What follows belongs to an exercise in optimizing a design on an open flow for small area; a production flow would make more cautious choices.
The RTL was checked by simulation tests, not by an equivalence proof against the original design.
The clock cells of runs 4 to 8 come from the design's own scripts or RTL, not from TritonCTS.
The clock port is modelled as an ideal driver, which makes a skipped or thinned clock tree look cheaper than it is; a real chip needs a root buffer or a tree.
Power is estimated from default activity; no workload was simulated.

--- flow/design.v ---
`timescale 1ns / 1ps
module DisplayModule(
    input clk,
    input rst,
    input buttonU,
    input buttonL,
    input buttonR,
    input buttonD,
    input sw0,
    input sw1,
    output [3:0] an,
    output [6:0] sev_seg,
    output dp
    );
    reg p2, m3a, m3b;
    always @(posedge clk) begin
        p2  <= ~(rst | p2);
        m3a <= ~(rst | m3a | m3b);
        m3b <= ~rst & m3a;
    end
    reg [4:0] m23;
    wire m23_ph22 = ((m23 & 5'h16) == 5'h14);
    always @(posedge clk)
        if (rst | m23_ph22) m23 <= 5'h0;
        else m23 <= {~m23[3:0], m23[4] ^ m23[1]};
    reg [9:0] m547;
    wire m547_ph546 = ((m547 & 10'h37a) == 10'h368);
    wire m547_ph2 = ((m547 & 10'h26d) == 10'h228);
    always @(posedge clk)
        if (rst | m547_ph546) m547 <= 10'h2ee;
        else m547 <= {~m547[8:0], ~m547[9] ^ m547[6]};
    reg [11:0] m2731;
    wire m2731_ph2730 = ((m2731 & 12'hd9b) == 12'h513);
    always @(posedge clk)
        if (rst | m2731_ph2730) m2731 <= 12'h4b;
        else m2731 <= {~m2731[10:0], m2731[11] ^ m2731[10]};
    reg [14:0] sec;
    wire sec_low = (sec[13:0] == 14'h1555);
    wire sec_zero = sec_low & sec[14];
    always @(posedge clk)
        if (rst) sec <= 15'h5555;
        else sec <= {~sec[13:0], sec[14] ^ sec[13] ^ sec_low};
    wire k2mod6 = m3b & ~p2;
    wire e240 = k2mod6 & m23_ph22;
    wire e30  = ~p2 & m547_ph546;
    wire p30  = p2 & m547_ph2;
    wire e2   = k2mod6 & m2731_ph2730;
    wire div0 = sec_zero;
    wire [3:0] b = {buttonU, buttonL, buttonR, buttonD};
    reg [3:0] s0, s1, ed;
    always @(posedge clk) begin
        if (rst) s0 <= 4'b0;
        else if (e30) s0 <= b;
    end
    always @(posedge clk) begin
        if (e30) begin
            s1 <= s0; ed <= s0 & ~s1;
        end
    end
    wire [3:0] pulse = p30 ? ed : 4'b0;
    reg [1:0] swd;
    always @(posedge clk) begin
        if (rst) swd <= 2'b0;
        else swd <= {swd[0], sw0 | sw1};
    end
    wire load = (|pulse) | swd[1];
    function [4:0] fwd(input [4:0] j); fwd = {j[3:0], ~j[4]}; endfunction
    function [4:0] bwd(input [4:0] j); bwd = {~j[0], j[4:1]}; endfunction
    reg [4:0] j0, j1, j2, j3;    
    wire z0 = ~j0[4] & ~j0[0], z1 = ~j1[4] & ~j1[0], z2 = ~j2[4] & ~j2[0], z3 = ~j3[4] & ~j3[0];
    wire qz = z0 & z1 & z2 & z3;
    wire swr = sw0 | sw1;
    wire K = rst | (load & swr);               
    wire A = load & ~swr & ~rst;               
    wire sU = pulse[3] & ~pulse[2] & ~pulse[1] & ~pulse[0];
    wire sL = ~pulse[3] & pulse[2] & ~pulse[1] & ~pulse[0];
    wire sR = ~pulse[3] & ~pulse[2] & pulse[1] & ~pulse[0];
    wire sD = ~pulse[3] & ~pulse[2] & ~pulse[1] & pulse[0];
    wire t9 = j1[4] & ~j1[3], t_ge2 = j1[1] | j1[4], t_ge5 = j1[4];
    wire c1 = (sU & t9) | (sL & t_ge2) | (sD & t_ge5);
    wire h9 = j2[4] & ~j2[3], h8 = j2[3] & ~j2[2], h_ge8 = j2[4] & ~j2[2], h_ge5 = j2[4], h4 = j2[3] & ~j2[4];
    wire c2 = (sU & c1 & h9) | (sL & (h9 | (h8 & c1))) | (sR & h_ge8) | (sD & (h_ge5 | (h4 & c1)));
    wire sat = c2 & j3[4] & ~j3[3];
    wire As = A & ~sat;
    wire N = A & sat;                          
    wire M0 = div0 & ~qz & ~load & ~rst;       
    wire M1 = M0 & z0, M2 = M1 & z1, M3 = M2 & z2;
    wire U1 = As & sU, L1 = As & sL, D1 = As & sD;
    wire H1 = As & ((sU & c1) | (sL & ~c1)), H2 = As & ((sL & c1) | sR);
    wire H5 = As & sD & ~c1, H6 = As & sD & c1;
    wire T1 = As & c2;
    wire K5 = load & sw1 & ~sw0 & ~rst, K1 = load & sw0 & ~sw1 & ~rst;
    wire k0 = ~(K | N | M0);
    wire k1 = ~(K | N | M1 | U1 | L1 | D1);
    wire k2 = ~(K | N | M2 | H1 | H2 | H5 | H6);
    wire k3 = ~(K | M3 | T1);
    wire [4:0] nine = 5'b10000;
    always @(posedge clk) begin
        j0 <= ({5{k0}} & j0) | ({5{N}} & nine) | ({5{M0}} & bwd(j0)) | {5{K5}};
        j1 <= ({5{k1}} & j1) | ({5{N}} & nine) | ({5{M1}} & bwd(j1)) | ({5{U1}} & fwd(j1))
            | ({5{L1}} & bwd(bwd(j1))) | ({5{D1}} & ~j1) | {4'b0, K1};
        j2 <= ({5{k2}} & j2) | ({5{N}} & nine) | ({5{M2}} & bwd(j2)) | ({5{H1}} & fwd(j2))
            | ({5{H2}} & fwd(fwd(j2))) | ({5{H5}} & ~j2) | ({5{H6}} & fwd(~j2)) | {3'b0, K5, K5};
        j3 <= ({5{k3}} & j3) | ({5{M3}} & bwd(j3)) | ({5{T1}} & fwd(j3));
    end
    reg started;
    reg [1:0] g;
    reg [4:0] dig;
    wire sel0 = e240 & g[1] & ~g[0], sel1 = e240 & ~g[1] & ~g[0];
    wire sel2 = e240 & ~g[1] & g[0],  sel3 = e240 & g[1] & g[0];
    wire keep = ~e240 & ~rst;
    always @(posedge clk) begin
        if (rst) begin
            started <= 1'b0; g <= 2'b10;
        end else if (e240) begin
            started <= 1'b1; g <= {g[0], ~g[1]};
        end
        dig <= ({5{sel0 & ~rst}} & j0) | ({5{sel1 & ~rst}} & j1) | ({5{sel2 & ~rst}} & j2)
             | ({5{sel3 & ~rst}} & j3) | ({5{keep}} & dig) | {rst, rst, 3'b0};
    end
    assign dp = started;
    assign an[0] = started & (g[1] | g[0]);
    assign an[1] = started & (g[1] | ~g[0]);
    assign an[2] = started & ~(g[1] & g[0]);
    assign an[3] = started & ~(g[1] & ~g[0]);
    wire [4:0] j = dig;
    wire [6:0] hx;
    assign hx[0] = (~j[1] & j[2]) | (~j[1] & ~j[4]);
    assign hx[1] = (~j[1] & j[2]) | (j[0] & ~j[3]);
    assign hx[2] = (~j[3] & j[4]) | (j[0] & ~j[1]) | (~j[1] & j[2]) | (j[0] & j[2]);
    assign hx[3] = (~j[3] & j[4]) | (j[0] & ~j[1]) | (~j[1] & j[2]) | (j[3] & ~j[4]);
    assign hx[4] = j[1] & ~j[2];
    assign hx[5] = j[1] & j[4];
    assign hx[6] = (j[0] & ~j[1]) | (j[3] & ~j[4]);
    reg blink;
    always @(posedge clk) begin
        if (rst) blink <= 1'b0;
        else if (e2) blink <= qz & ~blink;
    end
    wire odd0 = (~j0[3] & j0[4]) | (j0[0] & ~j0[1]) | (~j0[1] & j0[2]) | (j0[0] & j0[4]) | (j0[2] & ~j0[3]);
    wire flash = odd0 & ~j2[1] & ~j2[4] & z3 & ~load;
    assign sev_seg = hx | {7{flash | blink}};
endmodule
--- flow/flow/run.sh ---
#!/bin/bash
# Own layout flow: the standard flow (standard.sh), with two changes:
#  - the combinational logic is mapped with an area-oriented ABC script
#    (flow/area.script) instead of ORFS's speed script; the flip-flops come
#    from the unchanged standard synthesis steps (dfflibmap runs before abc);
#  - the port buffers are the smallest buffer cell;
#  - clock tree synthesis takes the options in flow/cts_args (no dummy loads).
# Each tool's output goes to a log file in this folder.
set -euo pipefail
W=$(pwd)
# synthesis script: synth_recipe.tcl with abc's -script replaced
{
  head -n 1 synth_recipe.tcl
  echo "proc abc {args} { set i [lsearch \$args -script]; set args [lreplace \$args [expr {\$i+1}] [expr {\$i+1}] $W/flow/area.script]; yosys abc {*}\$args }"
  tail -n +2 synth_recipe.tcl
} > own_synth.tcl
sed -e "s#SYNTH_SCRIPT=[^ ]*#SYNTH_SCRIPT=$W/own_synth.tcl#" \
    -e "s#CLKGATE_MAP_FILE= #CLKGATE_MAP_FILE= 'BUFFER_PORTS_ARGS=-buffer_cell sky130_fd_sc_hd__buf_1' #" \
    -e "s#CLKGATE_MAP_FILE= #CLKGATE_MAP_FILE= 'CTS_ARGS=$(cat flow/cts_args)' #" \
    standard.sh > own_standard.sh
bash own_standard.sh > flow_make.log 2>&1
--- flow/flow/area.script ---
strash
dch -f
amap
topo
dnsize -c
--- flow/flow/cts_args ---
-sink_clustering_enable -repair_clock_nets -dont_use_dummy_load -sink_clustering_size 30 -buf_list sky130_fd_sc_hd__clkbuf_16
--- flow/standard.sh ---
#!/bin/bash
# synth_recipe.tcl (not shown) runs the flow's synth.tcl, then flattens the netlist and writes it again
# the make line also repeats each setting of config.mk as NAME=value (left out here)
make -C /OpenROAD-flow-scripts/flow DESIGN_CONFIG=/design/flow/config.mk WORK_HOME=/design/flow/orfs CLKGATE_MAP_FILE= SYNTH_SCRIPT=/design/flow/synth_recipe.tcl "${@:-finish}"
--- flow/config.mk ---
export PLATFORM = sky130hd
export DESIGN_NAME = DisplayModule
export DESIGN_NICKNAME = DisplayModule
export VERILOG_FILES = /design/flow/design.v
export SDC_FILE = /design/flow/constraint.sdc
export NUM_CORES = 4
export LEC_CHECK = 0
export CAP_MARGIN = 20
export CORE_MARGIN = 2
export CORE_UTILIZATION = 40
export SLEW_MARGIN = 20
--- flow/constraint.sdc ---
create_clock -name core_clock -period 10.0 [get_ports {clk}]
set_input_delay 2.0000 -clock core_clock [delete_from_list [all_inputs] [get_ports {clk}]]
set_output_delay 2.0000 -clock core_clock [all_outputs]
set_load 0.01 [all_outputs]
==> qor.txt, run 1 <==
status = finished clean
# fillers = 858
Post-CTS Hold Buffers = 0
Resize count post-CTS = 0
Syn Area/Cell = 8.66 sq um
# nets final = 449
Max Fclk = 207 MHz
Slew @ Worst Pin = 1030 ps
Synth Area in Simple Gates = 0.249
arrival time worst endpoint = 2830 ps
clk slew on worst S/H paths = 60 ps
Leak = 1.44 nW
gpl congestion = 0.929
Max-Cap Viols = 0
Clock Skew = 16.5 ps
pin count of the biggest net entering global routing = 30
Hold Vio Cnt, Final = 0
Adder-Cell Fraction of Synth Area = 0.00708
RSZ-0062 raised after global routing = false
Final period util = 0.483
via/cell ratio = 5.43
compound-cell area share of the yosys netlist = 0.170
post-synthesis async set-or-reset flop share = 0
clock latency (worst-skew pair) = 330 ps
Die W = 98.0 microns
first-pass GRT wire length = 13.0 mm
post-route ant nets = 0
DR pass1 iterations = 4
setup violators final = 0
minimum clock period = 4830 ps
initial DRC count = 183
VDD IR max = 0.106 mV
routed vias = 2957
placed cell area = 3750 sq um
FP Rows = 34
DP HPWL = 5.52 mm
all-layer global routing usage = 0.165
Place WS = 5320 ps
initial core utilization = 0.409
detailed-route DRC error count = 0
core area = 8640 sq um
Netlist cell types = 34
Yosys warnings = 1
grt ovf = 0
Worst slew margin = 0.307
Post-synth EDFFs = 8
Worst R2R Setup Slack = 5440 ps
Finished Core Util = 0.460
total power draw = 0.803 mW
Worst Setup End Kind = output pin
Hold Crit Class = reg2reg
XOR/XNOR share of the synthesized area = 0
Clock Tree Root = clkbuf_16
CTS sink count = 88
layout cell share with drive strength beyond 1 = 0.0229
synthesized flop and latch total = 88
Power Dens Cells = 202 nW/um^2
WL per Instance = 13.8 microns
Setup Buffers After CTS = 0
Die Y = 98.0 microns
syn_nets = 418
Slew Limit Fails = 0
main flop type after synthesis = dfxtp_1
Worst EP required = 8000 ps
initial antenna violation count = 0
vias in the first global route = 2810
design area = 3970 sq um
crit-path max FO = 6
Total Die Area = 9600 sq um
H-tree levels = 3
# IOs = 20
largest family of logic cells by synthesized area = simple AND/OR/NAND/NOR gates
Final WS setup = 5170 ps
Area growth syn-to-layout = 12.4%
DRT Wirelength = 7.53 mm
Antenna diodes = 0
Syn Inst Count = 408
Worst Setup Start Kind = flip-flop
critical path class = reg2out
Max clock buf depth = 2
sequential fraction of the synthesis area = 0.521
final setup TNS = 0 ps
port buffer count = 19
CTS tree = done
Cell Area, Synth = 3530 sq um
mux contribution to synthesized area = 0
Inserted Clock Buffers = 9
flip-flops by register name (all words and copies together), names as in the netlist, 4 cells and up:
register / count
m547: 10
j0: 5
j1: 5
m2731: 12
j3: 5
s0: 4
s1: 4
sec: 15
ed: 4
j2: 5
dig: 5
m23: 5
cells in the mapped netlist (all sizes together) (9+ instances only):
cell type,instances,area (sq um)
o22ai,14,87.6
clkinv,50,188
nand4,10,62.6
nor2,68,255
o221ai,18,158
nand2,31,116
dfxtp,80,1600
nor3,17,85.1
a21oi,9,45.0
nand3,11,55.1
nand2b,10,62.6
o21ai,14,70.1
nor2b,9,56.3
per-layer routing:
metal / routed length (microns) / GRT usage / part of all wire
met5: 0 / 0 / 0
met4: 116 / 0.0684 / 0.015
met3: 390 / 0.0308 / 0.052
met2: 3280 / 0.255 / 0.44
met1: 3740 / 0.229 / 0.50
worst paths after layout:
| path | end | cells after the start | start |
|---|---|---|---|
| setup reg to reg | j2[1] | 19 | m547[6] |
| hold reg to reg | m547[8] | 1 | m547[7] |
| setup / recovery | sev_seg[3] | 9 | m547[3] |
| hold / removal | m547[8] | 1 | m547[7] |
cells in the final DEF (no fill, tap or decap), types with 2 or more instances in the layout:
master and instances:
dfxtp_1 80, nor2_1 68, clkinv_1 50, nand2_1 31, buf_1 19, o221ai_1 18, nor3_1 17, o21ai_0 14
o22ai_1 14, nand3_1 11, nand4_1 10, nand2b_1 10, nor2b_1 9, a21oi_1 9, clkbuf_16 9, or3_1 8
edfxtp_1 8, or2_0 6, or4_1 5, a22oi_1 5, o21a_1 5, nor4_1 4, o211ai_1 4, a211oi_1 4
a221oi_1 4, o21bai_1 2, a2111oi_0 2, ha_1 2
through the flow:
step | hold slack [ps] | cells
2_1_floorplan | 361 | 408
6_report | 383 | 545
5_1_grt | 391 | 545
3_3_place_gp | 369 | 536
3_5_place_dp | 374 | 536
4_1_cts | 384 | 545
worst max-delay path: stages (launching register included):
cell and delay (ps):
dfxtp_1 330, nand2_1 70, nor3_1 320, and4_1 280, or2_0 170, nor3_1 130
a41oi_1 540, o221ai_1 280, or2_0 260, buf_1 130
cell type report:
cell class	instances	area (sq um)	area share
multi-input combinational	270	1500	0.379
timing repair buffer	20	78.8	0.0198
sequential	88	1840	0.464
inverter	50	188	0.0472
tap	108	135	0.0340
clock buffer	9	225	0.0567
report_power, final:
| group | internal [mW] | total (mW) | leakage, nW | switching [mW] |
|---|---|---|---|---|
| Clock | 0.158 | 0.274 | 0.111 | 0.116 |
| Sequential | 0.377 | 0.393 | 0.748 | 0.0158 |
| Combinational | 0.0449 | 0.135 | 0.585 | 0.0904 |
cell families after synthesis:
logic type / Yosys count
AO/OA/AOI/OAI: 85
adder cells (fa/ha/maj): 2
buffers and inverters: 50
flip-flops: 88
AND/OR/NAND/NOR: 183
==> run 2: changes to the inputs <==
==> flow/flow/cts_args (replaced) <==
-repair_clock_nets -dont_use_dummy_load -buf_list sky130_fd_sc_hd__clkbuf_16
--- a/flow/config.mk
+++ b/flow/config.mk
@@ -9,3 +9,3 @@
 export CORE_MARGIN = 2
-export CORE_UTILIZATION = 40
+export CORE_UTILIZATION = 60
 export SLEW_MARGIN = 20
==> qor.txt, run 2 <==
biggest regs = sec: 15 flops, m2731: 12 flops, m547: 10 flops
Worst R2R Setup Slack = 5580 ps (+140 ps)
Worst Setup End Kind = output pin
Top Layer Used = met4
Worst slew margin = 0.387 (+0.0801)
Max clock buf depth = 2 (unchanged)
sequential fraction of the synthesis area = 0.521 (unchanged)
Syn Inst Count = 408 (unchanged)
CP max stage cell = a41oi_1
VDD IR max = 0.176 mV (+66%)
Antenna diodes = 0 (unchanged)
pin count of the biggest net entering global routing = 30 (unchanged)
all-layer global routing usage = 0.248 (+0.0829)
first-pass GRT wire length = 12.4 mm (-4.4%)
syn_nets = 418 (unchanged)
RSZ-0062 raised after global routing = false
routed vias = 3055 (+3.3%)
post-route ant nets = 0 (unchanged)
Final period util = 0.481 (-0.00181)
critical path class = reg2out
final setup TNS = 0 ps (unchanged)
number of flip-flops in the largest register = 15 (unchanged)
arrival time worst endpoint = 2810 ps (-20 ps)
reg-to-reg critical path endpoint = j2[1]
Hold Vio Cnt, Final = 0 (unchanged)
FP Rows = 27 (-21%)
initial DRC count = 206 (+13%)
initial antenna violation count = 0 (unchanged)
Die W = 80.7 microns (-18%)
Resize count post-CTS = 0 (unchanged)
Max Fclk = 208 MHz (+0.38%)
commonest cells in the netlist = dfxtp_1, nor2_1, clkinv_1
Synth area leader = dfxtp_1
Yosys warnings = 1 (unchanged)
DR pass1 iterations = 5 (+1)
Reg2Reg Depth = 19 (unchanged)
routed length on met3 = 364 microns (-6.7%)
R2R Path Start = m547[6]
CTS tree = done
Clock Tree Root = clkbuf_16
Total Die Area = 6520 sq um (-32%)
Inserted Clock Buffers = 9 (unchanged)
layout cell share with drive strength beyond 1 = 0.0252 (+0.00229)
Max-Cap Viols = 0 (unchanged)
Metal-1 WL = 3.52 mm (-5.9%)
WL per Instance = 14.6 microns (+5.7%)
clock latency (worst-skew pair) = 330 ps (about the same)
Worst Setup Start Kind = flip-flop
core area = 5610 sq um (-35%)
Storage cell area = 1840 sq um (unchanged)
mux contribution to synthesized area = 0 (unchanged)
Post-synth EDFFs = 8 (unchanged)
Worst EP required = 8000 ps (about the same)
Finished Core Util = 0.701 (+0.241)
via/cell ratio = 6.00 (+11%)
crit path to = sev_seg[3]
detailed-route DRC error count = 0 (unchanged)
Clock Skew = 16.0 ps (-0.477 ps)
CTS sink count = 88 (unchanged)
Synth Area in Simple Gates = 0.249 (unchanged)
clk slew on worst S/H paths = 60 ps (about the same)
DP HPWL = 5.28 mm (-4.4%)
# IOs = 20 (unchanged)
Slew @ Worst Pin = 917 ps (-114 ps)
CP max stage delay = 540 ps (about the same)
Leak = 1.44 nW (about the same)
DRT Wirelength = 7.43 mm (-1.3%)
setup violators final = 0 (unchanged)
grt ovf = 0 (unchanged)
Post-CTS Hold Buffers = 0 (unchanged)
Setup Buffers After CTS = 0 (unchanged)
vias in the first global route = 2722 (-3.1%)
initial core utilization = 0.630 (+0.221)
Worst Hold Slack = 382 ps (-0.427 ps)
Synth top area share = 0.453 (unchanged)
Slew Limit Fails = 0 (unchanged)
most common cell after layout, fill and taps aside = dfxtp_1
# nets final = 449 (unchanged)
port buffer count = 19 (unchanged)
Reg with most FFs = sec
minimum clock period = 4810 ps (-18.1 ps)
Netlist cell types = 34 (unchanged)
top-count cell post-synth = dfxtp_1
status = finished clean
area of the multi-input gates = 1510 sq um (+0.33%)
Cell Area, Synth = 3530 sq um (unchanged)
crit path launch = m547[3]
Synth area leaders = dfxtp_1, nor2_1, edfxtp_1, clkinv_1, o221ai_1
compound-cell area share of the yosys netlist = 0.170 (unchanged)
# fillers = 466 (-46%)
synthesized flop and latch total = 88 (unchanged)
largest family of logic cells by synthesized area = simple AND/OR/NAND/NOR gates
H-tree levels = 3 (unchanged)
post-synthesis async set-or-reset flop share = 0 (unchanged)
metal2 WL = 3.33 mm (+1.6%)
main flop type after synthesis = dfxtp_1
Hold Crit Class = reg2reg
Power Dens Cells = 204 nW/um^2 (+1.1%)
CP Cell Sequence = nand2_1 -> nor3_1 -> and4_1 -> or2_0 -> nor3_1 -> a41oi_1 -> o221ai_1 -> or2_0 -> buf_1
gpl congestion = 0.982 (+5.7%)
Die Y = 80.7 microns (-18%)
Syn Area/Cell = 8.66 sq um (unchanged)
XOR/XNOR share of the synthesized area = 0 (unchanged)
Adder-Cell Fraction of Synth Area = 0.00708 (unchanged)
Area growth syn-to-layout = 11.3%
most frequent cells in the layout = dfxtp_1, nor2_1, clkinv_1, nand2_1, buf_1
crit-path max FO = 6 (unchanged)
==> run 2: cell types whose count changed in the layout (fill, tap and decap cells not counted) <==
cell | previous run | this run
nor3_1 | 17 | 16
nor3_2 | 0 | 1
==> run 2: worst max-delay path, delay by kind of cell (launching register included) <==
kind / cells / cell delay [ps]
simple gates: 6 / 1230
compound gates: 2 / 810
flops: 1 / 330
buf+inv: 1 / 120
==> run 2: how the worst min path moves through the flow <==
stage,startpoint,cells after the start,slack (ps),end
floorplan,sec[1],1,360,sec[2]
CTS,m547[7],1,390,m547[8]
global placement,m547[7],1,370,m547[8]
detailed placement,m23[3],1,370,m23[4]
global route,m23[3],1,400,m23[4]
finish,m2731[2],1,380,m2731[3]
==> run 2: power by group <==
part,internal [mW],total (mW),switching [mW]
registers,0.377,0.394,0.0161
clock network,0.158,0.274,0.116
logic,0.0449,0.136,0.0914
==> run 2: stage by stage <==
| step | total power [mW] | cell area [sq um] | cells | worst slack [ps] |
|---|---|---|---|---|
| 2_1_floorplan | 0.490 | 3530 | 408 | 5940 |
| 3_3_place_gp | 0.530 | 3700 | 500 | 5490 |
| 3_5_place_dp | 0.533 | 3700 | 500 | 5440 |
| 4_1_cts | 0.804 | 3930 | 509 | 5230 |
| 5_1_grt | 0.836 | 3930 | 509 | 4970 |
| 6_report | 0.803 | 3930 | 509 | 5190 |
==> run 2: cells by family after synthesis <==
kind of cell	after synthesis
DFF	88
buffers and inverters	50
adders and majority gates	2
and+or+nand+nor	183
AOI/OAI and AO/OA	85
==> run 2: per-layer routing <==
metal | vias up | GRT usage
met2 | 115 | 0.388
li1 | 1518 | -
met3 | 19 | 0.0411
met1 | 1403 | 0.339
met5 | - | 0
met4 | 0 | 0.117
==> run 2: layout make-up <==
type | count | area share
inverter | 50 | 0.0477
tap | 72 | 0.0229
multi-input combinational | 270 | 0.384
sequential | 88 | 0.468
clock buffer | 9 | 0.0573
timing repair buffer | 20 | 0.0200
==> run 3: changes to the inputs <==
==> flow/flow/cts_args (replaced) <==
-sink_clustering_enable -repair_clock_nets -dont_use_dummy_load -sink_clustering_size 50 -sink_clustering_max_diameter 200 -distance_between_buffers 500 -buf_list sky130_fd_sc_hd__clkbuf_16
==> qor.txt, run 3 <==
dpl cells = 500 (unchanged)
Die Y = 80.7 microns (unchanged)
via/cell ratio = 6.00 (unchanged)
Synth area leader = dfxtp_1
core area = 5610 sq um (unchanged)
cell family with most CP delay = simple AND/OR/NAND/NOR gates
Power Dens Cells = 204 nW/um^2 (unchanged)
syn_nets = 418 (unchanged)
biggest regs = sec: 15 flops, m2731: 12 flops, m547: 10 flops
Reg2Reg Depth = 19 (unchanged)
Area growth syn-to-layout = 11.3% (unchanged)
minimum clock period = 4810 ps (unchanged)
sequential fraction of the synthesis area = 0.521 (unchanged)
detailed-route DRC error count = 0 (unchanged)
status = finished clean
H-tree levels = 3 (unchanged)
hold depth = 1 (unchanged)
critical path depth in cells = 9 (unchanged)
top-count cell post-synth = dfxtp_1
Syn Inst Count = 408 (unchanged)
number of flip-flops in the largest register = 15 (unchanged)
Clock Tree Root = clkbuf_16
port buffer count = 19 (unchanged)
XOR/XNOR share of the synthesized area = 0 (unchanged)
CTS sink count = 88 (unchanged)
# IOs = 20 (unchanged)
Clock Skew = 16.0 ps (unchanged)
Max clock buf depth = 2 (unchanged)
gpl congestion = 0.982 (unchanged)
Synth area leaders = dfxtp_1, nor2_1, edfxtp_1, clkinv_1, o221ai_1
Synth top area share = 0.453 (unchanged)
metal2 WL = 3.33 mm (unchanged)
most frequent cells in the layout = dfxtp_1, nor2_1, clkinv_1, nand2_1, buf_1
final setup TNS = 0 ps (unchanged)
post-route ant nets = 0 (unchanged)
DRT Wirelength = 7.43 mm (unchanged)
Worst Setup End Kind = output pin
CP Buf/Inv Count = 1 (unchanged)
RSZ-0062 raised after global routing = false
setup violators final = 0 (unchanged)
CP Cell Sequence = nand2_1 -> nor3_1 -> and4_1 -> or2_0 -> nor3_1 -> a41oi_1 -> o221ai_1 -> or2_0 -> buf_1
routed vias = 3055 (unchanged)
Hold Crit Class = reg2reg
# nets final = 449 (unchanged)
WL per Instance = 14.6 microns (unchanged)
compound-cell area share of the yosys netlist = 0.170 (unchanged)
largest family of logic cells by synthesized area = simple AND/OR/NAND/NOR gates
Post-synth EDFFs = 8 (unchanged)
routed length on met3 = 364 microns (unchanged)
Hold Vio Cnt, Final = 0 (unchanged)
# fillers = 466 (unchanged)
Total Die Area = 6520 sq um (unchanged)
Worst Setup Start Kind = flip-flop
most common cell after layout, fill and taps aside = dfxtp_1
post-synthesis async set-or-reset flop share = 0 (unchanged)
Slew Limit Fails = 0 (unchanged)
clock latency (worst-skew pair) = 330 ps (about the same)
FP Rows = 27 (unchanged)
DR pass1 iterations = 5 (unchanged)
Leak = 1.44 nW (unchanged)
CTS tree = done
Metal-1 WL = 3.52 mm (unchanged)
grt ovf = 0 (unchanged)
main flop type after synthesis = dfxtp_1
Worst slew margin = 0.387 (unchanged)
vias in the first global route = 2722 (unchanged)
Reg with most FFs = sec
pin count of the biggest net entering global routing = 30 (unchanged)
synthesized flop and latch total = 88 (unchanged)
Worst EP required = 8000 ps (about the same)
critical path class = reg2out
Storage cell area = 1840 sq um (unchanged)
all-layer global routing usage = 0.248 (unchanged)
arrival time worst endpoint = 2810 ps (about the same)
Antenna diodes = 0 (unchanged)
Post-CTS Hold Buffers = 0 (unchanged)
Syn Area/Cell = 8.66 sq um (unchanged)
mux contribution to synthesized area = 0 (unchanged)
VDD IR max = 0.176 mV (unchanged)
Adder-Cell Fraction of Synth Area = 0.00708 (unchanged)
Synth Area in Simple Gates = 0.249 (unchanged)
area of the multi-input gates = 1510 sq um (unchanged)
Die W = 80.7 microns (unchanged)
commonest cells in the netlist = dfxtp_1, nor2_1, clkinv_1
Yosys warnings = 1 (unchanged)
Max Fclk = 208 MHz (unchanged)
clk slew on worst S/H paths = 60 ps (about the same)
CP max stage delay = 540 ps (about the same)
initial core utilization = 0.630 (unchanged)
initial antenna violation count = 0 (unchanged)
crit-path max FO = 6 (unchanged)
Slew @ Worst Pin = 917 ps (unchanged)
Worst Hold Slack = 382 ps (unchanged)
Setup Buffers After CTS = 0 (unchanged)
Cell Area, Synth = 3530 sq um (unchanged)
Final period util = 0.481 (unchanged)
Max-Cap Viols = 0 (unchanged)
initial DRC count = 206 (unchanged)
Netlist cell types = 34 (unchanged)
Top Layer Used = met4
first-pass GRT wire length = 12.4 mm (unchanged)
Inserted Clock Buffers = 9 (unchanged)
Resize count post-CTS = 0 (unchanged)
layout cell share with drive strength beyond 1 = 0.0252 (unchanged)
CP max stage cell = a41oi_1
DP HPWL = 5.28 mm (unchanged)
Post-Layout Cell Count = 509 (unchanged)
## run 3: cell counts after synthesis
Identical to the previous run, type by type.
## run 3: layer usage
layer | vias to the layer above | global-route usage
met1 | 1403 | 0.339
met2 | 115 | 0.388
li1 | 1518 | -
met5 | - | 0
met3 | 19 | 0.0411
met4 | 0 | 0.117
## run 3: layout make-up
type                            count  area share
Timing Repair Buffer               20      0.0200
Clock buffer                        9      0.0573
Inverter                           50      0.0477
Multi-Input combinational cell    270       0.384
Sequential cell                    88       0.468
Tap cell                           72      0.0229
## run 3: final timing paths
| kind | end | start | slack (ps) |
|---|---|---|---|
| hold reg to reg | m2731[3] | m2731[2] | 380 |
| setup / recovery | sev_seg[3] | m547[3] | 5190 |
| hold / removal | m2731[3] | m2731[2] | 380 |
| setup reg to reg | j2[1] | m547[6] | 5580 |
## run 3: where the power goes
group / total (mW) / internal, mW / switching [mW] / leakage [nW]
Clock: 0.274 / 0.158 / 0.116 / 0.111
Sequential: 0.394 / 0.377 / 0.0161 / 0.748
Combinational: 0.136 / 0.0449 / 0.0914 / 0.586
Total: 0.803 / 0.580 / 0.223 / 1.44
## run 3: per-stage QoR
stage               worst slack [ps]  area [sq um]  power, mW  utilization
finish                          5190          3930      0.803        0.701
floorplan                       5940          3530      0.490            -
global placement                5490          3700      0.530        0.660
detailed placement              5440          3700      0.533        0.660
CTS                             5230          3930      0.804        0.700
global route                    4970          3930      0.836        0.701
## run 3: logic make-up after synthesis
| group | Yosys count |
|---|---|
| simple gates | 183 |
| flops | 88 |
| compound gates | 85 |
| buf+inv | 50 |
| fa+ha+maj | 2 |
## run 3: worst reg2reg max path, cell delays in order (launching register included)
cell and delay (ps):
dfxtp_1 320, clkinv_1 90, ha_1 250, and4_1 180, or2_0 260, nor3_1 410
clkinv_1 220, a21oi_1 270, nor3_1 100, nor2_1 190, a22oi_1 90, o221a_1 270
or3_1 360, nand4_1 240, nor2_1 180, nand2_1 170, nor2_1 50, a2111oi_0 280
o221ai_1 180, o21bai_1 180
==> run 4: changes to the inputs <==
--- a/flow/flow/run.sh
+++ b/flow/flow/run.sh
@@ -1,3 +1,3 @@
 #!/bin/bash
-# Own layout flow: the standard flow (standard.sh), with two changes:
+# Own layout flow: the standard flow (standard.sh), with these changes:
 #  - the combinational logic is mapped with an area-oriented ABC script
@@ -6,3 +6,4 @@
 #  - the port buffers are the smallest buffer cell;
-#  - clock tree synthesis takes the options in flow/cts_args (no dummy loads).
+#  - the clock is buffered by flow/pre_cts.tcl (a few clock buffers, each
+#    driving the flip-flops of one region) in place of TritonCTS.
 # Each tool's output goes to a log file in this folder.
@@ -17,4 +18,3 @@
 sed -e "s#SYNTH_SCRIPT=[^ ]*#SYNTH_SCRIPT=$W/own_synth.tcl#" \
-    -e "s#CLKGATE_MAP_FILE= #CLKGATE_MAP_FILE= 'BUFFER_PORTS_ARGS=-buffer_cell sky130_fd_sc_hd__buf_1' #" \
-    -e "s#CLKGATE_MAP_FILE= #CLKGATE_MAP_FILE= 'CTS_ARGS=$(cat flow/cts_args)' #" \
+    -e "s#CLKGATE_MAP_FILE= #CLKGATE_MAP_FILE= 'BUFFER_PORTS_ARGS=-buffer_cell sky130_fd_sc_hd__buf_1' PRE_CTS_TCL=$W/flow/pre_cts.tcl #" \
     standard.sh > own_standard.sh
==> flow/flow/pre_cts.tcl (new file) <==
# Clock buffering in place of TritonCTS: the flip-flops' clock pins are split
# by position into GROUPS regions (stripes or quadrants), each driven by one
# clock buffer (BUF) that the clock port drives.
rename clock_tree_synthesis __cts_orig
proc clock_tree_synthesis {args} {
  set GROUPS 4
  set BUF sky130_fd_sc_hd__clkbuf_16
  set block [ord::get_db_block]
  set dbu [$block getDbUnitsPerMicron]
  set sinks {}
  foreach pin [get_pins -of_objects [get_nets clk]] {
    set iterm [sta::sta_to_db_pin $pin]
    if {$iterm == "NULL" || $iterm == ""} continue
    set bbox [[$iterm getInst] getBBox]
    lappend sinks [list [expr {([$bbox xMin] + [$bbox xMax]) / 2}] [expr {([$bbox yMin] + [$bbox yMax]) / 2}] $pin]
  }
  set n [llength $sinks]
  # GROUPS = 4: quadrants (split at the median x, then each half at its
  # median y); otherwise GROUPS stripes of equal sink count along x
  set byx [lsort -integer -index 0 $sinks]
  set glist {}
  if {$GROUPS == 4} {
    set h [expr {$n / 2}]
    foreach half [list [lrange $byx 0 [expr {$h - 1}]] [lrange $byx $h end]] {
      set byy [lsort -integer -index 1 $half]
      set q [expr {[llength $byy] / 2}]
      lappend glist [lrange $byy 0 [expr {$q - 1}]] [lrange $byy $q end]
    }
  } else {
    for {set g 0} {$g < $GROUPS} {incr g} {
      lappend glist [lrange $byx [expr {$g * $n / $GROUPS}] [expr {($g + 1) * $n / $GROUPS - 1}]]
    }
  }
  set groups [llength $glist]
  puts "manual clock buffering: $n sinks in $groups groups"
  for {set g 0} {$g < $groups} {incr g} {
    set grp [lindex $glist $g]
    if {[llength $grp] == 0} continue
    set sx 0; set sy 0; set pins {}
    foreach s $grp {
      set sx [expr {$sx + [lindex $s 0]}]; set sy [expr {$sy + [lindex $s 1]}]
      lappend pins [lindex $s 2]
    }
    set cx [expr {double($sx) / [llength $grp] / $dbu}]
    set cy [expr {double($sy) / [llength $grp] / $dbu}]
    puts "  group $g: [llength $grp] sinks, buffer at $cx $cy"
    insert_buffer -buffer_cell $BUF -net clk -load_pins $pins \
      -location [list $cx $cy] -buffer_name clkbuf_m$g -net_name clknet_m$g
  }
  global_connect
  foreach nn [$block getNets] {
    if {[string match clknet_m* [$nn getName]] || [$nn getName] == "clk"} { $nn setSigType CLOCK }
  }
}
--- a/flow/config.mk
+++ b/flow/config.mk
@@ -9,3 +9,3 @@
 export CORE_MARGIN = 2
-export CORE_UTILIZATION = 60
+export CORE_UTILIZATION = 40
 export SLEW_MARGIN = 20
removed: flow/flow/cts_args
==> qor.txt, run 4 <==
commonest cells in the netlist = dfxtp_1, nor2_1, clkinv_1
# IOs = 20 (unchanged)
detailed-route DRC error count = 0 (unchanged)
grt ovf = 0 (unchanged)
Netlist cell types = 34 (unchanged)
Resize count post-CTS = 0 (unchanged)
Die Y = 98.0 microns (+21%)
biggest regs = sec: 15 flops, m2731: 12 flops, m547: 10 flops
gpl congestion = 0.929 (-5.4%)
syn_nets = 418 (unchanged)
Clock Skew = 15.0 ps (-1.02 ps)
final setup TNS = 0 ps (unchanged)
DP HPWL = 5.52 mm (+4.6%)
clock latency (worst-skew pair) = 160 ps (-170 ps)
WL per Instance = 13.7 microns (-6.3%)
Leak = 1.38 nW (-4.3%)
number of flip-flops in the largest register = 15 (unchanged)
Worst EP required = 8000 ps (about the same)
RSZ-0062 raised after global routing = false
first-pass GRT wire length = 12.7 mm (+1.8%)
most common cell after layout, fill and taps aside = dfxtp_1
critical path class = reg2out
setup violators final = 0 (unchanged)
Place WS = 5320 ps (-116 ps)
top-count cell post-synth = dfxtp_1
Syn Inst Count = 408 (unchanged)
Die W = 98.0 microns (+21%)
Syn Area/Cell = 8.66 sq um (unchanged)
Hold Vio Cnt, Final = 0 (unchanged)
Area growth syn-to-layout = 8.89%
Worst slew margin = 0.301 (-0.0867)
DR pass1 iterations = 4 (-1)
initial DRC count = 174 (-16%)
all-layer global routing usage = 0.152 (-0.0958)
routed vias = 2943 (-3.7%)
sequential fraction of the synthesis area = 0.521 (unchanged)
DRT Wirelength = 7.39 mm (-0.58%)
synthesized flop and latch total = 88 (unchanged)
Hold Crit Class = reg2reg
Setup Buffers After CTS = 0 (unchanged)
Worst Setup Start Kind = flip-flop
via/cell ratio = 5.45 (-9.2%)
main flop type after synthesis = dfxtp_1
FP Rows = 34 (+26%)
Worst Setup End Kind = output pin
arrival time worst endpoint = 2650 ps (-160 ps)
# nets final = 444 (-1.1%)
initial antenna violation count = 0 (unchanged)
crit-path max FO = 6 (unchanged)
core area = 8640 sq um (+54%)
Antenna diodes = 0 (unchanged)
Final WS setup = 5350 ps (+157 ps)
Reg with most FFs = sec
most frequent cells in the layout = dfxtp_1, nor2_1, clkinv_1, nand2_1, buf_1
Slew @ Worst Pin = 1040 ps (+124 ps)
Max-Cap Viols = 0 (unchanged)
post-route ant nets = 0 (unchanged)
minimum clock period = 4650 ps (-157 ps)
Slew Limit Fails = 0 (unchanged)
Post-synth EDFFs = 8 (unchanged)
Synth area leader = dfxtp_1
Max Fclk = 215 MHz (+3.4%)
layout cell share with drive strength beyond 1 = 0.0116 (-0.0136)
Post-CTS Hold Buffers = 0 (unchanged)
Final period util = 0.465 (-0.0157)
Yosys warnings = 1 (unchanged)
Synth area leaders = dfxtp_1, nor2_1, edfxtp_1, clkinv_1, o221ai_1
Synth top area share = 0.453 (unchanged)
port buffer count = 19 (unchanged)
pin count of the biggest net entering global routing = 30 (unchanged)
Power Dens Cells = 179 nW/um^2 (-13%)
status = finished clean
Cell Area, Synth = 3530 sq um (unchanged)
Total Die Area = 9600 sq um (+47%)
vias in the first global route = 2742 (+0.73%)
clk slew on worst S/H paths = 80 ps (+20 ps)
post-synthesis async set-or-reset flop share = 0 (unchanged)
VDD IR max = 0.118 mV (-33%)
initial core utilization = 0.409 (-0.221)
-- run 4: cell counts after synthesis --
Identical to the previous run, type by type.
-- run 4: final cells by class, without the clock buffers --
cell class / instances / area (sq um)
flip-flops and latches: 88 / 1840
repair buffers: 20 / 78.8
multi-input cells: 270 / 1500
well taps: 108 / 135
fillers: 861 / 4790
inverters: 50 / 188
-- run 4: through the flow --
step	area (sq um)	power [mW]	hold slack, ps	std cells	utilization
floorplan	3530	0.490	361	408	-
global placement	3750	0.534	369	536	0.434
detailed placement	3750	0.534	374	536	0.434
CTS	3850	0.660	374	540	0.446
global route	3850	0.723	396	540	0.446
finish	3850	0.688	388	540	0.446
-- run 4: final timing paths --
path | start | to | slack, ps | depth (start not counted)
setup reg to reg | m547[6] | j2[1] | 5500 | 19
setup / recovery | m547[3] | sev_seg[3] | 5350 | 9
hold reg to reg | m23[0] | m23[1] | 390 | 1
hold / removal | m23[0] | m23[1] | 390 | 1
-- run 4: metal layers --
metal / global-route usage / share of wire / vias to the layer above
li1: - / - / 1508
met1: 0.225 / 0.51 / 1346
met2: 0.250 / 0.43 / 80
met3: 0.0115 / 0.050 / 9
met4: 0.0246 / 0.014 / 0
met5: 0 / 0 / -
-- run 4: critical path: stages, from the launching register on --
cell,delay (ps)
dfxtp_1,330
nand2_1,70
nor3_1,320
and4_1,280
or2_0,170
nor3_1,130
a41oi_1,550
o221ai_1,270
or2_0,260
buf_1,130
-- run 4: power by group --
part,internal (mW),total (mW),switching (mW)
Combinational,0.0449,0.135,0.0905
Sequential,0.377,0.392,0.0155
Clock,0.0730,0.160,0.0871
Total,0.495,0.688,0.193
-- run 4: kinds of logic (layout without fill, tap and decap cells) --
group,after synthesis,after routing,synth area share
AOI/OAI and AO/OA,85,85,0.170
adders and majority gates,2,2,0.00708
DFF,88,88,0.521
and+or+nand+nor,183,183,0.249
buffers and inverters,50,74,0.0531
==> run 5: changes to the inputs <==
--- a/flow/flow/pre_cts.tcl
+++ b/flow/flow/pre_cts.tcl
@@ -5,3 +5,3 @@
 proc clock_tree_synthesis {args} {
-  set GROUPS 4
+  set GROUPS 3
   set BUF sky130_fd_sc_hd__clkbuf_16
==> qor.txt, run 5 <==
status = finished clean
WL per Instance = 13.5 microns (-0.98%)
final setup TNS = 0 ps (unchanged)
Synth area leader = dfxtp_1
initial antenna violation count = 0 (unchanged)
Clock Skew = 19.6 ps (+4.57 ps)
design area = 3820 sq um (-0.65%)
DRT Wirelength = 7.30 mm (-1.2%)
cell family with most CP delay = simple AND/OR/NAND/NOR gates
initial DRC count = 198 (+14%)
Worst slew margin = 0.307 (+0.00597)
Slew Limit Fails = 0 (unchanged)
sequential fraction of the synthesis area = 0.521 (unchanged)
Post-synth EDFFs = 8 (unchanged)
FP Rows = 34 (unchanged)
routed vias = 2943 (unchanged)
number of flip-flops in the largest register = 15 (unchanged)
gpl congestion = 0.929 (unchanged)
core area = 8640 sq um (unchanged)
Storage cell area = 1840 sq um (unchanged)
detailed-route DRC error count = 0 (unchanged)
CP max stage cell = a41oi_1
main flop type after synthesis = dfxtp_1
Syn Area/Cell = 8.66 sq um (unchanged)
Final WS setup = 5280 ps (-67.9 ps)
Worst Setup Start Kind = flip-flop
area of the multi-input gates = 1500 sq um (unchanged)
Netlist cell types = 34 (unchanged)
Max-Cap Viols = 0 (unchanged)
CP Cell Sequence = nand2_1 -> nor3_1 -> and4_1 -> or2_0 -> nor3_1 -> a41oi_1 -> o221ai_1 -> or2_0 -> buf_1
CP Buf/Inv Count = 1 (unchanged)
layout cell share with drive strength beyond 1 = 0.00928 (-0.00229)
Die Y = 98.0 microns (unchanged)
critical path class = reg2out
setup violators final = 0 (unchanged)
Synth top area share = 0.453 (unchanged)
# IOs = 20 (unchanged)
Max Fclk = 212 MHz (-1.4%)
Leak = 1.37 nW (-0.89%)
Hold Crit Class = reg2reg
Hold Vio Cnt, Final = 0 (unchanged)
Worst EP required = 8000 ps (about the same)
Power Dens Cells = 175 nW/um^2 (-2.1%)
commonest cells in the netlist = dfxtp_1, nor2_1, clkinv_1
top-count cell post-synth = dfxtp_1
initial core utilization = 0.409 (unchanged)
Syn Inst Count = 408 (unchanged)
vias in the first global route = 2732 (-0.36%)
# nets final = 443 (-0.23%)
Synth area leaders = dfxtp_1, nor2_1, edfxtp_1, clkinv_1, o221ai_1
CP max stage delay = 580 ps (+30 ps)
most common cell after layout, fill and taps aside = dfxtp_1
DR pass1 iterations = 5 (+1)
Area growth syn-to-layout = 8.18%
first-pass GRT wire length = 12.6 mm (-0.21%)
VDD IR max = 0.110 mV (-7.0%)
Slew @ Worst Pin = 1030 ps (-8.89 ps)
port buffer count = 19 (unchanged)
arrival time worst endpoint = 2720 ps (+70 ps)
grt ovf = 0 (unchanged)
post-synthesis async set-or-reset flop share = 0 (unchanged)
Setup Buffers After CTS = 0 (unchanged)
RSZ-0062 raised after global routing = false
post-route ant nets = 0 (unchanged)
Post-CTS Hold Buffers = 0 (unchanged)
# fillers = 869 (+0.93%)
minimum clock period = 4720 ps (+67.9 ps)
Resize count post-CTS = 0 (unchanged)
Antenna diodes = 0 (unchanged)
crit-path max FO = 6 (unchanged)
via/cell ratio = 5.46 (+0.19%)
pin count of the biggest net entering global routing = 31 (+3.3%)
Worst Setup End Kind = output pin
Total Die Area = 9600 sq um (unchanged)
Die W = 98.0 microns (unchanged)
syn_nets = 418 (unchanged)
Final period util = 0.472 (+0.00679)
clock latency (worst-skew pair) = 180 ps (+20 ps)
Place WS = 5320 ps (unchanged)
Cell Area, Synth = 3530 sq um (unchanged)
Yosys warnings = 1 (unchanged)
synthesized flop and latch total = 88 (unchanged)
most frequent cells in the layout = dfxtp_1, nor2_1, clkinv_1, nand2_1, buf_1
all-layer global routing usage = 0.151 (-0.00120)
Reg with most FFs = sec
clk slew on worst S/H paths = 100 ps (+20 ps)
placed cell area = 3750 sq um (unchanged)
DP HPWL = 5.52 mm (unchanged)
biggest regs = sec: 15 flops, m2731: 12 flops, m547: 10 flops
==> run 5: cell counts after synthesis <==
Identical to the previous run, type by type.
==> run 5: logic make-up (layout without fill, tap and decap cells) <==
logic type	Yosys count	after routing	synth area share
buf+inv	50	73	0.0531
fa+ha+maj	2	2	0.00708
flops	88	88	0.521
simple gates	183	183	0.249
compound gates	85	85	0.170
==> run 5: layout make-up, without the clock buffers <==
cell class                 count  area share
sequential                    88       0.482
timing repair buffer          20      0.0206
tap                          108      0.0354
multi-input combinational    270       0.393
inverter                      50      0.0491
==> run 5: worst paths after layout <==
kind,from,endpoint,slack [ps],cells past startpoint
worst min-delay path,m547[7],m547[8],390,1
worst max-delay path,m547[5],sev_seg[3],5280,9
worst min register to register,m547[7],m547[8],390,1
worst max register to register,m547[6],j2[1],5500,19
==> run 5: power by group <==
group          total, mW  internal, mW  switching (mW)
clock              0.142        0.0557          0.0859
combinational      0.135        0.0449          0.0902
sequential         0.392         0.377          0.0154
total              0.669         0.477           0.191
==> run 5: layer usage <==
layer | track usage | share of wire | wire length [microns]
met5 | 0 | 0 | 0
met1 | 0.223 | 0.50 | 3680
met3 | 0.00931 | 0.046 | 334
met2 | 0.250 | 0.43 | 3170
met4 | 0.0246 | 0.016 | 114
==> run 5: worst register-to-register path: stages, from the launching register on <==
cell	delay, ps
dfxtp_1	330
clkinv_1	80
ha_1	250
and4_1	180
or2_0	250
nor3_1	390
clkinv_1	220
a21oi_1	290
nor3_1	110
nor2_1	220
a22oi_1	110
o221a_1	280
or3_1	350
nand4_1	240
nor2_1	190
nand2_1	170
nor2_1	60
a2111oi_0	330
o221ai_1	190
o21bai_1	180
==> run 5: stage by stage <==
stage	util	power (mW)	hold WS, ps	cells
floorplan	-	0.490	361	408
global placement	0.434	0.534	369	536
detailed placement	0.434	0.534	374	536
CTS	0.443	0.643	374	539
global route	0.443	0.706	399	539
finish	0.443	0.669	389	539
==> run 6: changes to the inputs <==
--- a/flow/config.mk
+++ b/flow/config.mk
@@ -9,3 +9,3 @@
 export CORE_MARGIN = 2
-export CORE_UTILIZATION = 40
+export CORE_UTILIZATION = 55
 export SLEW_MARGIN = 20
==> qor.txt, run 6 <==
most common cell after layout, fill and taps aside = dfxtp_1
Max Fclk = 220 MHz (+3.7%)
routed vias = 2971 (+0.95%)
detailed-route DRC error count = 0 (unchanged)
R2R Path Start = m547[6]
sequential fraction of the synthesis area = 0.521 (unchanged)
initial antenna violation count = 0 (unchanged)
status = finished clean
initial core utilization = 0.563 (+0.154)
VDD IR max = 0.240 mV (+120%)
via/cell ratio = 5.85 (+7.1%)
Syn Inst Count = 408 (unchanged)
WL per Instance = 14.3 microns (+5.7%)
Worst EP required = 8000 ps (about the same)
Power Dens Cells = 176 nW/um^2 (+0.87%)
Post-Layout Cell Count = 508 (-5.8%)
Yosys warnings = 1 (unchanged)
clk slew on worst S/H paths = 100 ps (about the same)
# fillers = 597 (-31%)
Worst slew margin = 0.318 (+0.0117)
Worst Setup Start Kind = flip-flop
Global Route met3 Usage = 0.00885 (-0.000456)
main flop type after synthesis = dfxtp_1
Post-synth EDFFs = 8 (unchanged)
Worst Setup End Kind = output pin
commonest cells in the netlist = dfxtp_1, nor2_1, clkinv_1
final setup TNS = 0 ps (unchanged)
number of flip-flops in the largest register = 15 (unchanged)
Slew @ Worst Pin = 1010 ps (-17.4 ps)
crit path launch = m547[5]
dpl cells = 505 (-5.8%)
compound-cell area share of the yosys netlist = 0.170 (unchanged)
initial DRC count = 216 (+9.1%)
Final period util = 0.455 (-0.0168)
Cell Area, Synth = 3530 sq um (unchanged)
Total Die Area = 7080 sq um (-26%)
synthesized flop and latch total = 88 (unchanged)
Slew Limit Fails = 0 (unchanged)
Area growth syn-to-layout = 7.08%
Max-Cap Viols = 0 (unchanged)
DP HPWL = 5.55 mm (+0.57%)
Clock Skew = 19.9 ps (+0.276 ps)
CP max stage delay = 490 ps (-90 ps)
Most Crowded Layer GR = met2
Hold Vio Cnt, Final = 0 (unchanged)
pin count of the biggest net entering global routing = 31 (unchanged)
Synth area leaders = dfxtp_1, nor2_1, edfxtp_1, clkinv_1, o221ai_1
Setup Buffers After CTS = 0 (unchanged)
first-pass GRT wire length = 12.7 mm (+0.44%)
Syn Area/Cell = 8.66 sq um (unchanged)
gpl congestion = 0.897 (-3.4%)
grt ovf = 0 (unchanged)
Global Route met2 Usage = 0.361 (+0.110)
Final WS setup = 5450 ps (+168 ps)
syn_nets = 418 (unchanged)
clock latency (worst-skew pair) = 170 ps (about the same)
CP max stage cell = a41oi_1
met1 usage = 0.303 (+0.0806)
DR pass1 iterations = 4 (-1)
Synth area leader = dfxtp_1
# IOs = 20 (unchanged)
DRT Wirelength = 7.28 mm (-0.34%)
Synth top area share = 0.453 (unchanged)
Hold Crit Class = reg2reg
Die Y = 84.2 microns (-14%)
core area = 6280 sq um (-27%)
XOR/XNOR share of the synthesized area = 0 (unchanged)
Resize count post-CTS = 0 (unchanged)
most frequent cells in the layout = dfxtp_1, nor2_1, clkinv_1, nand2_1, buf_1
Netlist cell types = 34 (unchanged)
Leak = 1.37 nW (unchanged)
biggest regs = sec: 15 flops, m2731: 12 flops, m547: 10 flops
RSZ-0062 raised after global routing = false
post-route ant nets = 0 (unchanged)
# nets final = 443 (unchanged)
Reg with most FFs = sec
mux contribution to synthesized area = 0 (unchanged)
vias in the first global route = 2692 (-1.5%)
FP Rows = 29 (-15%)
minimum clock period = 4550 ps (-168 ps)
layout cell share with drive strength beyond 1 = 0.00928 (unchanged)
port buffer count = 19 (unchanged)
Post-CTS Hold Buffers = 0 (unchanged)
top-count cell post-synth = dfxtp_1
Place WS = 5440 ps (+115 ps)
hold path start = m2731[9]
setup violators final = 0 (unchanged)
critical path class = reg2out
all-layer global routing usage = 0.210 (+0.0586)
largest family of logic cells by synthesized area = simple AND/OR/NAND/NOR gates
Die W = 84.2 microns (-14%)
CP Cell Sequence = nand2_1 -> nor3_1 -> and4_1 -> or2_0 -> nor3_1 -> a41oi_1 -> o221ai_1 -> or2_0 -> buf_1
Antenna diodes = 0 (unchanged)
Synth Area in Simple Gates = 0.249 (unchanged)
Adder-Cell Fraction of Synth Area = 0.00708 (unchanged)
arrival time worst endpoint = 2550 ps (-170 ps)
crit-path max FO = 6 (unchanged)
post-synthesis async set-or-reset flop share = 0 (unchanged)
-- run 6: cell counts in the layout (fill, tap and decap cells not counted) --
Identical to the previous run, type by type.
-- run 6: layer usage --
layer | vias up | routed length [microns]
met2 | 69 | 3350
met4 | 0 | 95
met3 | 6 | 260
li1 | 1507 | -
met5 | - | 0
met1 | 1389 | 3570
-- run 6: critical path: cells and delay by family, from the launching register on --
kind | cells | cell delay (ps)
flops | 1 | 340
buf+inv | 1 | 120
compound gates | 2 | 730
simple gates | 6 | 1200
-- run 6: cells by family (layout without fill, tap and decap cells) --
group / count (synthesis) / in the layout
AOI/OAI and AO/OA: 85 / 85
buffers and inverters: 50 / 73
DFF: 88 / 88
adders and majority gates: 2 / 2
and+or+nand+nor: 183 / 183
-- run 6: through the flow --
stage,hold slack [ps],cell area [sq um],utilization,power (mW)
2_1_floorplan,361,3530,-,0.490
3_3_place_gp,369,3710,0.591,0.533
3_5_place_dp,373,3710,0.591,0.534
4_1_cts,373,3780,0.603,0.643
5_1_grt,402,3780,0.603,0.706
6_report,378,3780,0.603,0.668
-- run 6: report_power, final --
part	switching, mW	internal (mW)
Combinational	0.0898	0.0449
Sequential	0.0159	0.377
Clock	0.0848	0.0557
-- run 6: path summary, 6_finish.rpt --
check	to	slack, ps	cells after the start
worst min register to register	m2731[10]	380	1
worst min-delay path	m2731[10]	380	1
worst max register to register	j2[1]	5650	18
worst max-delay path	sev_seg[3]	5450	9
-- run 6: layout make-up, without the clock buffers --
cell class                      instances  area [sq um]  area share
Sequential cell                        88          1840       0.487
Multi-Input combinational cell        270          1500       0.397
Inverter                               50           188      0.0496
Tap cell                               77          96.3      0.0255
Timing Repair Buffer                   20          78.8      0.0208
==> run 7: changes to the inputs <==
--- a/flow/design.v
+++ b/flow/design.v
@@ -26,12 +26,12 @@
     reg [9:0] m547;
-    wire m547_ph546 = ((m547 & 10'h37a) == 10'h368);
-    wire m547_ph2 = ((m547 & 10'h26d) == 10'h228);
+    wire m547_ph546 = ((m547 & 10'h26e) == 10'h46);
+    wire m547_ph2 = ((m547 & 10'h36f) == 10'h2);
     always @(posedge clk)
-        if (rst | m547_ph546) m547 <= 10'h2ee;
-        else m547 <= {~m547[8:0], ~m547[9] ^ m547[6]};
+        if (rst | m547_ph546) m547 <= 10'h0;
+        else m547 <= {~m547[8:0], m547[9] ^ m547[2]};
     reg [11:0] m2731;
-    wire m2731_ph2730 = ((m2731 & 12'hd9b) == 12'h513);
+    wire m2731_ph2730 = ((m2731 & 12'hdbf) == 12'h127);
     always @(posedge clk)
-        if (rst | m2731_ph2730) m2731 <= 12'h4b;
-        else m2731 <= {~m2731[10:0], m2731[11] ^ m2731[10]};
+        if (rst | m2731_ph2730) m2731 <= 12'h0;
+        else m2731 <= {~m2731[10:0], m2731[11] ^ m2731[0]};
     reg [14:0] sec;
==> flow/flow/area.script (replaced) <==
strash
dch -f
amap -F 5
topo
--- a/flow/config.mk
+++ b/flow/config.mk
@@ -9,3 +9,3 @@
 export CORE_MARGIN = 2
-export CORE_UTILIZATION = 55
+export CORE_UTILIZATION = 60
 export SLEW_MARGIN = 20
==> qor.txt, run 7 <==
Setup Buffers After CTS = 0 (unchanged)
synthesized flop and latch total = 88 (unchanged)
most frequent cells in the layout = dfxtp_1, nor2_1, clkinv_1, o21ai_0, nand2_1
vias in the first global route = 2473 (-8.1%)
final setup TNS = 0 ps (unchanged)
clk slew on worst S/H paths = 100 ps (about the same)
Syn Inst Count = 378 (-7.4%)
core area = 5470 sq um (-13%)
Resize count post-CTS = 0 (unchanged)
arrival time worst endpoint = 2760 ps (+210 ps)
pin count of the biggest net entering global routing = 31 (unchanged)
Antenna diodes = 0 (unchanged)
Synth area leaders = dfxtp_1, nor2_1, edfxtp_1, clkinv_1, o21ai_0
DRT Wirelength = 6.89 mm (-5.3%)
setup violators final = 0 (unchanged)
minimum clock period = 4760 ps (+204 ps)
Worst Setup End Kind = output pin
Total Die Area = 6240 sq um (-12%)
WHS Endpoint = m2731[10]
Max Fclk = 210 MHz (-4.3%)
Reg2Reg Depth = 20 (+2)
main flop type after synthesis = dfxtp_1
Synth top area share = 0.475 (+0.0217)
Syn Area/Cell = 8.92 sq um (+3.0%)
gpl congestion = 0.924 (+3.0%)
Hold Vio Cnt, Final = 0 (unchanged)
Cell Area, Synth = 3370 sq um (-4.6%)
Worst slew margin = 0.378 (+0.0601)
Netlist cell types = 32 (-5.9%)
# nets final = 411 (-7.2%)
all-layer global routing usage = 0.224 (+0.0139)
layout cell share with drive strength beyond 1 = 0.00998 (+0.000694)
FP Rows = 27 (-6.9%)
hold path start = m2731[9]
Post-CTS Hold Buffers = 0 (unchanged)
grt ovf = 0 (unchanged)
critical path class = reg2out
Synth area leader = dfxtp_1
Yosys warnings = 1 (unchanged)
VDD IR max = 0.172 mV (-28%)
crit-path max FO = 6 (unchanged)
initial antenna violation count = 0 (unchanged)
DP HPWL = 5.13 mm (-7.7%)
status = finished clean
initial core utilization = 0.616 (+0.0533)
Max-Cap Viols = 0 (unchanged)
Worst R2R Setup Slack = 6170 ps (+520 ps)
number of flip-flops in the largest register = 15 (unchanged)
commonest cells in the netlist = dfxtp_1, nor2_1, clkinv_1
first-pass GRT wire length = 11.5 mm (-9.4%)
Leak = 1.24 nW (-9.2%)
Slew @ Worst Pin = 929 ps (-85.7 ps)
reg-to-reg critical path endpoint = j1[4]
Slew Limit Fails = 0 (unchanged)
initial DRC count = 190 (-12%)
post-route ant nets = 0 (unchanged)
Die Y = 79.0 microns (-6.2%)
top-count cell post-synth = dfxtp_1
most common cell after layout, fill and taps aside = dfxtp_1
RSZ-0062 raised after global routing = false
WL per Instance = 14.6 microns (+1.7%)
Hold Crit Class = reg2reg
area of the multi-input gates = 1340 sq um (-11%)
Post-synth EDFFs = 8 (unchanged)
hold depth = 1 (unchanged)
Power Dens Cells = 180 nW/um^2 (+2.0%)
Clock Skew = 11.5 ps (-8.34 ps)
# fillers = 463 (-22%)
routed vias = 2802 (-5.7%)
Worst Setup Start Kind = flip-flop
syn_nets = 386 (-7.7%)
# IOs = 20 (unchanged)
Die W = 79.0 microns (-6.2%)
clock latency (worst-skew pair) = 170 ps (about the same)
biggest regs = sec: 15 flops, m2731: 12 flops, m547: 10 flops
port buffer count = 19 (unchanged)
Area growth syn-to-layout = 7.24%
Reg with most FFs = sec
Storage cell area = 1840 sq um (unchanged)
Place WS = 5270 ps (-165 ps)
post-synthesis async set-or-reset flop share = 0 (unchanged)
detailed-route DRC error count = 0 (unchanged)
Final period util = 0.476 (+0.0204)
via/cell ratio = 5.92 (+1.3%)
Worst EP required = 8000 ps (about the same)
Final WS setup = 5240 ps (-204 ps)
DR pass1 iterations = 5 (+1)
sequential fraction of the synthesis area = 0.546 (+0.0250)
R2R Path Start = m547[1]
## run 7: per-stage QoR
stage	util	total power [mW]	instances	cell area, sq um	hold WS (ps)
finish	0.661	0.651	473	3620	388
global route	0.661	0.682	473	3620	399
CTS	0.661	0.626	473	3620	373
detailed placement	0.647	0.518	470	3540	371
global placement	0.647	0.516	470	3540	369
floorplan	-	0.480	378	3370	361
## run 7: cells by family after synthesis
family | count (synthesis) | synth area share
and+or+nand+nor | 145 | 0.201
AOI/OAI and AO/OA | 95 | 0.197
DFF | 88 | 0.546
buffers and inverters | 50 | 0.0557
## run 7: layer usage
metal | vias to the layer above | track usage | share of wire
met2 | 88 | 0.364 | 0.45
met3 | 12 | 0.0318 | 0.065
met4 | 0 | 0.0483 | 0.016
met5 | - | 0 | 0
li1 | 1412 | - | -
met1 | 1290 | 0.320 | 0.47
## run 7: critical path, stage by stage (launching register included)
cell and delay [ps]:
dfxtp_1 350, clkinv_1 80, nor4_1 280, nand4_1 190
nor2b_1 190, clkinv_1 100, nand2_1 110, nor3_1 80
clkinv_1 110, nor3_1 50, a31oi_1 420, o221ai_1 250
or2_0 260, buf_1 120
## run 7: final cells by class, without the clock buffers
type | count | area share
Timing Repair Buffer | 20 | 0.0218
Inverter | 50 | 0.0519
Sequential cell | 88 | 0.509
Multi-Input combinational cell | 240 | 0.371
Tap cell | 72 | 0.0249
## run 7: worst max path at each step
| stage | startpoint | end | cells past startpoint |
|---|---|---|---|
| after CTS | rst | j3[0] | 10 |
| after global placement | rst | j3[4] | 10 |
| after detailed placement | rst | j3[0] | 10 |
| after global routing | m547[1] | sev_seg[3] | 13 |
| after floorplan | m547[1] | sev_seg[3] | 12 |
| final | m547[1] | sev_seg[3] | 13 |
## run 7: power breakdown
group | leakage (nW) | switching, mW | internal, mW
Clock | 0.0370 | 0.0840 | 0.0556
Combinational | 0.475 | 0.0738 | 0.0372
Sequential | 0.732 | 0.0213 | 0.379
Total | 1.24 | 0.179 | 0.472
==> run 8: changes to the inputs <==
==> flow/flow/area.script (replaced) <==
strash
dch
amap -F 5
topo
--- a/flow/config.mk
+++ b/flow/config.mk
@@ -9,3 +9,3 @@
 export CORE_MARGIN = 2
-export CORE_UTILIZATION = 60
+export CORE_UTILIZATION = 40
 export SLEW_MARGIN = 20
==> qor.txt, run 8 <==
Final period util = 0.481 (+0.00563)
setup violators final = 0 (unchanged)
first-pass GRT wire length = 11.5 mm (+0.24%)
Worst EP required = 8000 ps (about the same)
VDD IR max = 0.130 mV (-24%)
layout cell share with drive strength beyond 1 = 0.00993 (-0.0000495)
Netlist cell types = 31 (-3.1%)
routed length on met3 = 330 microns (-26%)
sequential fraction of the synthesis area = 0.546 (about the same)
Post-synth EDFFs = 8 (unchanged)
Syn Inst Count = 380 (+0.53%)
# nets final = 413 (+0.49%)
Clk pwr share = 0.215 (about the same)
WL per Instance = 13.5 microns (-7.1%)
core area = 8220 sq um (+50%)
Net Sw Frac = 0.282 (+0.00658)
top-count cell post-synth = dfxtp_1
Yosys warnings = 1 (unchanged)
crit-path max FO = 4 (-2)
Final WS setup = 5190 ps (-56.3 ps)
Resize count post-CTS = 0 (unchanged)
most frequent cells in the layout = dfxtp_1, nor2_1, clkinv_1, nand2_1, o21ai_0
Cell Int Power = 0.474 mW (+0.50%)
critical path class = reg2out
Reg with most FFs = sec
DR pass1 iterations = 6 (+1)
Slew Limit Fails = 0 (unchanged)
initial antenna violation count = 0 (unchanged)
biggest regs = sec: 15 flops, m2731: 12 flops, m547: 10 flops
via/cell ratio = 5.54 (-6.5%)
Synth area leaders = dfxtp_1, nor2_1, edfxtp_1, clkinv_1, o21ai_0
Synth area leader = dfxtp_1
Max Fclk = 208 MHz (-1.2%)
Area growth syn-to-layout = 8.45%
Worst Hold Slack = 384 ps (-4.42 ps)
grt ovf = 0 (unchanged)
CP max stage delay = 570 ps (+150 ps)
Comb power frac = 0.176 (+0.005)
CP Cell Sequence = clkinv_1 -> nor4_1 -> nand4_1 -> nand2_1 -> nor3_1 -> clkinv_1 -> nor3_1 -> a31oi_1 -> clkinv_1 -> a21oi_1 -> o21ai_0 -> or2_0 -> buf_1
Synth top area share = 0.475 (about the same)
detailed-route DRC error count = 0 (unchanged)
CP max stage cell = nor4_1
Worst Setup End Kind = output pin
port buffer count = 19 (unchanged)
Place WS = 5410 ps (+137 ps)
final setup TNS = 0 ps (unchanged)
most common cell after layout, fill and taps aside = dfxtp_1
Cell Area, Synth = 3370 sq um (about the same)
CP Buf/Inv Count = 4 (unchanged)
status = finished clean
Switch Pwr = 0.186 mW (+3.8%)
post-route ant nets = 0 (unchanged)
Worst Setup Start Kind = flip-flop
Hold Crit Class = reg2reg
Metal-1 WL = 3.24 mm (about the same)
Setup Buffers After CTS = 0 (unchanged)
initial core utilization = 0.411 (-0.205)
Antenna diodes = 0 (unchanged)
Top Layer Used = met4
Total Die Area = 9190 sq um (+47%)
post-synthesis async set-or-reset flop share = 0 (unchanged)
FP Rows = 33 (+22%)
DRT Wirelength = 6.87 mm (-0.25%)
Clock Skew = 15.1 ps (+3.57 ps)
DP HPWL = 5.16 mm (+0.70%)
# IOs = 20 (unchanged)
minimum clock period = 4810 ps (+56.3 ps)
commonest cells in the netlist = dfxtp_1, nor2_1, clkinv_1
number of flip-flops in the largest register = 15 (unchanged)
syn_nets = 388 (+0.52%)
Power Dens Cells = 180 nW/um^2 (+0.20%)
cell family with most CP delay = simple AND/OR/NAND/NOR gates
routed vias = 2814 (+0.43%)
pin count of the biggest net entering global routing = 32 (+3.2%)
vias in the first global route = 2517 (+1.8%)
arrival time worst endpoint = 2810 ps (+50 ps)
main flop type after synthesis = dfxtp_1
most used cell along the critical path = clkinv_1
Die W = 95.9 microns (+21%)
sequential power share = 0.609 (-0.006)
all-layer global routing usage = 0.151 (-0.0732)
initial DRC count = 161 (-15%)
Post-CTS Hold Buffers = 0 (unchanged)
Max-Cap Viols = 0 (unchanged)
Worst slew margin = 0.399 (+0.0204)
clock latency (worst-skew pair) = 170 ps (about the same)
metal2 WL = 3.13 mm (+1.3%)
Hold Vio Cnt, Final = 0 (unchanged)
gpl congestion = 0.846 (-8.4%)
Syn Area/Cell = 8.88 sq um (-0.45%)
clk slew on worst S/H paths = 110 ps (about the same)
Slew @ Worst Pin = 899 ps (-30.5 ps)
synthesized flop and latch total = 88 (unchanged)
Leak = 1.25 nW (+0.40%)
Worst R2R Setup Slack = 5660 ps (-510 ps)
RSZ-0062 raised after global routing = false
Die Y = 95.9 microns (+21%)
## run 8: cell types whose count changed in the layout (fill, tap and decap cells not counted), moves of 2 or more
cell,delta
a221oi_1,-3
a21oi_1,+2
or2_0,+2
nand3_1,+3
o21ai_0,-4
or4_1,-2
a211oi_1,+3
nand2b_1,-3
nor4_1,+3
o211ai_1,-6
## run 8: final cells by class, without the clock buffers
type                    count  area (sq um)
flip-flops and latches     88          1840
well taps                 105           131
multi-input cells         242          1350
repair buffers             20          78.8
inverters                  50           188
fillers                   804          4560
## run 8: path summary, 6_finish.rpt
path	start	end	cells after the start
setup reg to reg	m547[1]	j2[4]	20
setup / recovery	m547[1]	sev_seg[3]	13
hold reg to reg	m23[3]	m23[4]	1
hold / removal	m23[3]	m23[4]	1
## run 8: per-stage QoR
step | util | instances | total power [mW] | cell area (sq um)
finish | 0.445 | 508 | 0.660 | 3660
global route | 0.445 | 508 | 0.698 | 3660
CTS | 0.445 | 508 | 0.633 | 3660
detailed placement | 0.436 | 505 | 0.525 | 3580
global placement | 0.436 | 505 | 0.524 | 3580
floorplan | - | 380 | 0.485 | 3370
## run 8: power groups by stage
stage	registers (mW)	logic, mW	clock network, mW
after floorplan	0.401	0.0835	0
after global placement	0.410	0.115	0
after detailed placement	0.409	0.116	0
after CTS	0.409	0.116	0.108
after global routing	0.405	0.132	0.161
final	0.402	0.116	0.142
## run 8: worst register-to-register path: cells and delay by family, from the launching register on
family,cells,cell delay (ps)
DFF,1,350
AOI/OAI and AO/OA,6,850
and+or+nand+nor,11,2490
buffers and inverters,3,580
## run 8: kinds of logic after synthesis
kind of cell | after synthesis | share of synthesized area
AO/OA/AOI/OAI | 89 | 0.185
AND/OR/NAND/NOR | 153 | 0.213
buffers and inverters | 50 | 0.0556
flip-flops | 88 | 0.546
## run 8: metal layers
layer  track usage  vias to the layer above
met5             0                        -
met4        0.0417                        0
met3        0.0102                       10
met2         0.255                       92
met1         0.208                     1298
li1              -                     1414

Check on run 8: ideal ports give 5.187 ns setup slack; a clkbuf_16 on the clock port and buf_2 on the inputs give 5.126 ns; moving port delays by the midpoint clock arrival (0.227 ns) as well gives 5.354 ns.
